Background: an optimization exercise with open tools, aiming at small area. Do not read the settings as production practice. Function was checked by simulation only, so behaviour that the tests miss may differ from the original. The clock port is modelled as an ideal driver; clocking choices that lean on that would not hold on a real chip.

==> flow/design.v <==
module sd_adc (
    input  bit        clk,
    input  bit        rst,
    input  bit        adc_lvds_pin,
    output bit        adc_fb_pin,
    output bit [15:0] adc_output,
    output bit        adc_valid
);
    bit [7:0]  cnt;
    bit        ena, vld, fb;
    bit [16:0] cacc;
    bit [14:0] racc;
    bit        c4, rc4;
    bit [16:0] xs;
    bit [15:0] yr, zr;
    bit        y16, z16;
    bit [15:0] tr, s3, s2, hn;
    bit        cs, c2, c3, sat_hi, sat_lo;
    bit        nb0;
    bit        zo;
    wire c255 = (cnt == 8'd255);
    wire c0   = (cnt == 8'd0);
    wire first = c0 & ~ena;
    wire a    = fb & ~first;
    wire shift_in = (cnt[7:4] == 4'd0);                  
    wire k16      = (cnt == 8'd16);
    wire wr       = (cnt >= 8'd3)  && (cnt <= 8'd18);    
    wire zk = nb0 ? 1'b0 : (shift_in ? zr[0] : (k16 ? z16 : 1'b0));
    wire xk = xs[0];
    wire sk = xk ^ zk ^ cs;
    wire cs_n = (xk & zk) | (xk & cs) | (zk & cs);
    wire yj  = ~nb0 && wr && zr[13];
    wire yj2 = ~nb0 && (cnt <= 8'd16) && zr[15];
    wire t    = yj ^ yj2 ^ c2;
    wire c2_n = (yj & yj2) | (yj & c2) | (yj2 & c2);
    wire ns   = ~sk;
    wire fo   = t ^ ns ^ c3;
    wire c3_n = (t & ns) | (t & c3) | (ns & c3);
    wire tin = wr ? fo : (sat_hi | (~sat_lo & tr[0]));
    bit [3:0]  cl, rl, cm, rm;
    bit        cl_c, rl_c, cm_c, rm_c;
    bit [16:0] cacc_n;
    bit [15:0] racc_n;
    bit [7:0]  cop, rop;
    function automatic bit [4:0] add4(input bit [3:0] x, input bit [3:0] y, input bit ci);
        bit [4:0] c;
        bit [3:0] r;
        c[0] = ci;
        for (int i = 0; i < 4; i++) begin
            r[i]   = x[i] ^ y[i] ^ c[i];
            c[i+1] = (x[i] & y[i]) | (x[i] & c[i]) | (y[i] & c[i]);
        end
        add4 = {c[4], r};
    endfunction
    function automatic bit [9:0] inc9(input bit [8:0] x, input bit ci);
        bit [9:0] c;
        bit [8:0] r;
        c[0] = ci;
        for (int i = 0; i < 9; i++) begin
            r[i]   = x[i] ^ c[i];
            c[i+1] = x[i] & c[i];
        end
        inc9 = {c[9], r};
    endfunction
    bit [9:0] ci9, ri9;
    always_comb begin
        cop = a ? ~cnt : 8'd0;
        rop = a ? cnt : 8'd0;
        {cl_c, cl} = add4(cacc[3:0], cop[3:0], 1'b0);
        {cm_c, cm} = add4(cacc[7:4], cop[7:4], c4);
        ci9 = inc9(cacc[16:8], cm_c);
        cacc_n = {ci9[8:0], cm, cl};
        {rl_c, rl} = add4(racc[3:0], rop[3:0], a);
        {rm_c, rm} = add4(racc[7:4], rop[7:4], rc4);
        ri9 = inc9({2'b00, racc[14:8]}, rm_c);
        racc_n = {ri9[7:0], rm, rl};
    end
    always_ff @(posedge clk) begin
        fb  <= adc_lvds_pin;
        ena <= c255;
        vld <= ena;
        cnt <= rst ? 8'd0 : cnt + 8'd1;
        if (c255 | first) begin
            cacc <= {1'b0, racc_n};
            c4   <= rl_c;
        end else begin
            cacc <= cacc_n;
            c4   <= cl_c;
        end
        racc <= (rst | c255) ? 15'd0 : racc_n[14:0];
        rc4  <= ~(rst | c255) & rl_c;
        nb0 <= rst | (nb0 & ~c255);
        zo  <= nb0;
        xs <= (xs >> 1) | (c255 ? cacc_n : 17'd0);
        yr <= {shift_in ? xs[0] & ~nb0 : yr[0], yr[15:1]};
        zr <= {shift_in ? yr[0] & ~nb0 : zr[0], zr[15:1]};
        cs <= cs_n;
        c2 <= (cnt == 8'd2) ? 1'b0 : c2_n;
        c3 <= (cnt == 8'd2) ? 1'b1 : c3_n;
        if (k16) begin
            y16    <= xs[0] & ~nb0;
            z16    <= y16 & ~nb0;
            sat_hi <= ~nb0 & (y16 | (xs[0] & z16));
            sat_lo <= 1'b0;
        end
        if (cnt == 8'd19) begin
            sat_hi <= sat_hi | (fo & ~tr[15]);
            sat_lo <= ~sat_hi & fo & tr[15];
        end
        tr <= {tin, tr[15:1]};
        s3 <= {wr ? tr[0] & ~nb0 : s3[0], s3[15:1]};
        s2 <= {wr ? s3[0] & ~nb0 : s2[0], s2[15:1]};
        hn <= {wr ? ~(s2[0] & ~nb0) : hn[0], hn[15:1]};
    end
    assign adc_fb_pin = fb;
    assign adc_valid  = vld;
    assign adc_output = ~({hn[1:0], hn[15:2]} | {16{zo}});
endmodule
Settings: LEC_CHECK=0, CAP_MARGIN=20, CORE_MARGIN=2, CORE_UTILIZATION=40, SLEW_MARGIN=20; clock period 5.0 ns.
standard.sh (not shown) runs the stock make flow with config.mk's settings and CLKGATE_MAP_FILE= SYNTH_SCRIPT=/design/flow/synth_recipe.tcl, a recipe that flattens the netlist after the stock synthesis.
==> flow/flow/run.sh <==
#!/bin/bash
# Own layout flow: the standard ORFS flow (standard.sh), with
#  - CTS without dummy loads, built of buf_4; a POST_CTS hook
#    (upsize_clk.tcl) turns the clock buffers whose sinks see more than
#    115 ps of slew into buf_6,
#  - port buffers of the smallest buffer cell,
#  - power recovery (downsizing on paths with slack) after global routing.
# The full output of the flow goes to standard.log in the work folder; ORFS
# keeps each step's own log under orfs/logs.
set -euo pipefail
export CTS_ARGS='-sink_clustering_enable -repair_clock_nets -dont_use_dummy_load -buf_list sky130_fd_sc_hd__buf_4'
export POST_CTS_TCL="$PWD/flow/upsize_clk.tcl"
export BUFFER_PORTS_ARGS='-buffer_cell sky130_fd_sc_hd__buf_1'
export RECOVER_POWER=100
bash standard.sh > standard.log 2>&1
==> flow/flow/upsize_clk.tcl <==
# POST_CTS hook: the clock tree is built of buf_4; each clock buffer whose
# sinks see a slew above 115 ps (placement parasitics) becomes a buf_6,
# then the placement is legalized again.
estimate_parasitics -placement
set n 0
foreach inst [get_cells clkbuf*] {
  set worst 0
  set out [get_pins -of_objects $inst -filter "direction==output"]
  foreach p [get_pins -of_objects [get_nets -of_objects $out] -filter "direction==input"] {
    foreach k {slew_max_rise slew_max_fall} {
      set s [get_property $p $k]
      if {$s > $worst} { set worst $s }
    }
  }
  if {$worst > 0.115} {
    replace_cell $inst sky130_fd_sc_hd__buf_6
    incr n
  }
}
puts "upsize_clk: $n clock buffers upsized to buf_6"
detailed_placement
check_placement -verbose
Change:
--- a/flow/design.v
+++ b/flow/design.v
@@ -28,9 +28,9 @@
     wire zk = nb0 ? 1'b0 : (shift_in ? zr[0] : (k16 ? z16 : 1'b0));
     wire xk = xs[0];
     wire sk = xk ^ zk ^ cs;
     wire cs_n = (xk & zk) | (xk & cs) | (zk & cs);
-    wire yj  = ~nb0 && wr && zr[13];
+    wire yj  = ~nb0 && (cnt != 8'd19) && zr[13];
     wire yj2 = ~nb0 && (cnt <= 8'd16) && zr[15];
     wire t    = yj ^ yj2 ^ c2;
     wire c2_n = (yj & yj2) | (yj & c2) | (yj2 & c2);
     wire ns   = ~sk;
@@ -93,9 +93,9 @@
         zo  <= nb0;
         xs <= (xs >> 1) | (c255 ? cacc_n : 17'd0);
         yr <= {shift_in ? xs[0] & ~nb0 : yr[0], yr[15:1]};
         zr <= {shift_in ? yr[0] & ~nb0 : zr[0], zr[15:1]};
-        cs <= cs_n;
+        cs <= c255 ? 1'b0 : cs_n;
         c2 <= (cnt == 8'd2) ? 1'b0 : c2_n;
         c3 <= (cnt == 8'd2) ? 1'b1 : c3_n;
         if (k16) begin
             y16    <= xs[0] & ~nb0;
After rerunning: The changed run ran to the end with no violations; cell count is unchanged; synthesized area stays flat; core utilization is about the same; synthesized cell count barely changes; worst setup slack improved by 250 ps; die area stays flat.

[separate check: timing with driven ports]
In the flow no input, the clock included, has a driving cell. The finished layouts below were timed again as built, in two steps.
Step 1: set_driving_cell puts a clkbuf_16 on clk and a buf_2 on each other input, an assumption about the parent block.
Step 2 adds t to the input delays and takes it off the output delays; t is the mean of the earliest and latest rising clock arrival at the registers after step 1. Input paths then give back, and output paths get back, about the clock's delay inside the block.
Three values: ideal ports, drivers, drivers and shift; two values: the first two.
| run | shift t [ns] | slack for setup (ns) | worst setup path after step 2 | latest minus earliest clock arrival (ns) |
|---|---|---|---|---|
| the first run | 0.401 | 0.565 / 0.565 / 0.565 | register to register | 0.044 / 0.044 |
| the second run | 0.391 | 0.820 / 0.820 / 0.820 | register to register | 0.032 / 0.031 |
After both steps every run listed still meets setup and hold.
